What follows belongs to an exercise in optimizing a design on an open flow for a short achievable clock period and few clock cycles; a production flow would make more cautious choices.
Function was checked by simulation only, so behaviour that the tests miss may differ from the original.
Power and IR drop assume default switching activity.

the previous run:
Design encryption_engine, start of the top module:
module encryption_engine (
    input wire sysclk,
    input wire arduino_execute,
    output reg arduino_isfinished,
    input wire arduino_reset,
    input wire [7:0] mem_src_dout,
    output reg mem_src_clk,
    output wire mem_src_oce,
    output reg mem_src_ce,
    output reg mem_src_wre,
    output reg [13:0] mem_src_ad,
    output reg [7:0] mem_src_din,
    input wire [7:0] mem_key_dout,
    output reg mem_key_clk,
    output wire mem_key_oce,
    output reg mem_key_ce,
    output reg mem_key_wre,
    output reg [13:0] mem_key_ad,
    output reg [7:0] mem_key_din,
    input wire [7:0] mem_cmd_dout,
    output reg mem_cmd_clk,
    output wire mem_cmd_oce,
    output reg mem_cmd_ce,
    output reg mem_cmd_wre,
    output reg [13:0] mem_cmd_ad,
    output reg [7:0] mem_cmd_din,
    input wire [7:0] mem_dst_dout,
    output reg mem_dst_clk,
    output wire mem_dst_oce,
    output reg mem_dst_ce,
    output reg mem_dst_wre,
    output reg [13:0] mem_dst_ad,
    output reg [7:0] mem_dst_din,
    input wire [7:0] mem_ram_dout,
    output reg mem_ram_clk,
    output wire mem_ram_oce,
    output reg mem_ram_ce,
    output reg mem_ram_wre,
    output reg [13:0] mem_ram_ad,
    output reg [7:0] mem_ram_din
);
clock: 6.0 ns
lec_check: 0
abc_clock_period_in_ps: 2000
cap_margin: 20
core_margin: 2
core_utilization: 55
setup_slack_margin: 3.9
slew_margin: 20
run.sh (not shown) runs the stock make flow with config.mk's settings and CLKGATE_MAP_FILE= SYNTH_SCRIPT=/design/flow/synth_recipe.tcl, a recipe that flattens the netlist after the stock synthesis.
Testbench counts of the previous run, summed over its fixed seeds: cycles 754,956.
--- input diff the previous run..the current run ---
- TNS_END_PERCENT now 100, previously not set
- HOLD_SLACK_MARGIN now 0.05, previously not set
- SETUP_SLACK_MARGIN now 3.8, was 3.9
- CORE_UTILIZATION now 65, was 55
Notes after the runs:
Re maximum resistive drop on vdd: the current run and the previous run aren't equal, and the higher value belongs to the current run. Changes observed in the current run relative to the previous run: non-clock buffer count shrank by 104, maximum number of pins on one net before global-route repair now sits lower, final period demand of the worst path has decreased, wire length shows a reduction of 13 mm, routing usage on met2 climbed 3.4 points. Taking the previous run as the reference, in the current run fraction of the cycle the final worst path needs fell 0.29 points, gate count of the mapped netlist essentially unchanged, worst hold-check slack ~0 delta.

---

== run 1 ==
encryption_engine, a different RTL version from the one above (not shown whole).
For scale: ~4300 cells after synthesis, roughly 35000 sq um of cells after synthesis.
Settings: LEC_CHECK=0, ABC_CLOCK_PERIOD_IN_PS=2000, CAP_MARGIN=20, CORE_MARGIN=2, CORE_UTILIZATION=65, CTS_BUF_LIST=sky130_fd_sc_hd__clkbuf_8, SETUP_SLACK_MARGIN=3.8, SLEW_MARGIN=20; clock period 6.0 ns.
The final layout from run 1, which completed every stage, passed the timing, DRC and antenna checks at the end of the flow.
Testbench counts of run 1, summed over its fixed seeds: cycles 787,820.
Changes in run 2 relative to run 1:
# run 1
export LEC_CHECK = 0
export ABC_CLOCK_PERIOD_IN_PS = 2000
export CAP_MARGIN = 20
export CORE_MARGIN = 2
export CORE_UTILIZATION = 65
export CTS_BUF_LIST = sky130_fd_sc_hd__clkbuf_8
export SETUP_SLACK_MARGIN = 3.8
export SLEW_MARGIN = 20
create_clock -name core_clock -period 6.0 [get_ports {sysclk}]
# run 2
export LEC_CHECK = 0
export ABC_CLOCK_PERIOD_IN_PS = 2000
export CAP_MARGIN = 20
export CORE_MARGIN = 2
export CORE_UTILIZATION = 65
export SETUP_SLACK_MARGIN = 3.8
export SLEW_MARGIN = 20
create_clock -name core_clock -period 6.0 [get_ports {sysclk}]
Run 2: all stages complete, timing, DRC and antenna checks passed. Delta (run 2 minus run 1): total power grew by 390 uW; fraction of standard cell area that is sequential shrank by 0.18 points; final cell count shrank by about 1.3%; shortest clock period the worst path allows after layout shrank by 0.11 ns; proportion of power drawn by the clock network grew by 2.2 points. Share of the final layout cell area in multi-input gates, run 2 and run 1, lower one = run 2. From run 1 to run 2 the numbers moved as follows: clock slew seen by the registers of the worst setup and hold paths roughly the same; minimum setup slack in the final design rose by 0.11 ns; total of clock buffers placed in the layout fell 43; count of multi-input gates held steady. mem_dst_din[5]$_SDFFE_PP0P_ as the worst setup path startpoint was reported by run 1, and mem_dst_din[1]$_SDFFE_PP0P_ by run 2. Diff run 2..run 1 | worst slack at placement | negligible.
The inputs of run 3 differ from those of run 2 as listed below.
# run 2
export LEC_CHECK = 0
export ABC_CLOCK_PERIOD_IN_PS = 2000
export CAP_MARGIN = 20
export CORE_MARGIN = 2
export CORE_UTILIZATION = 65
export SETUP_SLACK_MARGIN = 3.8
export SLEW_MARGIN = 20
create_clock -name core_clock -period 6.0 [get_ports {sysclk}]
# run 3
export LEC_CHECK = 0
export ABC_CLOCK_PERIOD_IN_PS = 2000
export CAP_MARGIN = 20
export CORE_MARGIN = 2
export CORE_UTILIZATION = 40
export SETUP_SLACK_MARGIN = 4.0
export SLEW_MARGIN = 20
create_clock -name core_clock -period 6.0 [get_ports {sysclk}]
Findings:
Area used by multi-input combinational logic for run 3: about 8% up relative to run 2. Changes observed in run 3 relative to run 2: placeable core region now larger, via count now larger, number of detailed-routing iterations run before antenna repair now smaller. Going from run 2 to run 3, final cell count climbed about 13%, tapcell count has increased, die outline width moved up, maximum VDD drop went down by 0.0043 mV.

what the ideal ports hide:
The flow's constraints put no driver on any port. The routed layouts listed below were extracted and timed again, unchanged, in two steps.
Step 1 sets driving cells, clkbuf_16 on the clock port and buf_2 on the other inputs (assumed; they add their load-dependent delay and slew).
Step 2 adds t to the input delays and takes it off the output delays; t is the mean of the earliest and latest rising clock arrival at the registers after step 1. Input paths then give back, and output paths get back, about the clock's delay inside the block.
a / b / c = ideal / step 1 / step 2; a / b = the first two.
run	t (ns)	setup WS [ns]	worst setup path after step 2	worst data-port slew with drivers (ns)	cell pins on the clock port's net
the previous run	0.710	3.659 / 3.586 / 3.067	input to register	0.23	1
the current run	0.690	3.677 / 3.612 / 3.005	input to register	0.27	1
run 1	0.808	3.557 / 3.495 / 2.973	input to register	0.21	1
run 2	0.699	3.668 / 3.601 / 3.040	input to register	0.20	1
run 3	0.704	3.627 / 3.557 / 3.063	input to register	0.22	1
After both steps setup and hold are still met in every run listed. For the current run, which loses most, drivers alone change the setup slack by -0.065 ns; drivers and shift together by -0.672 ns.
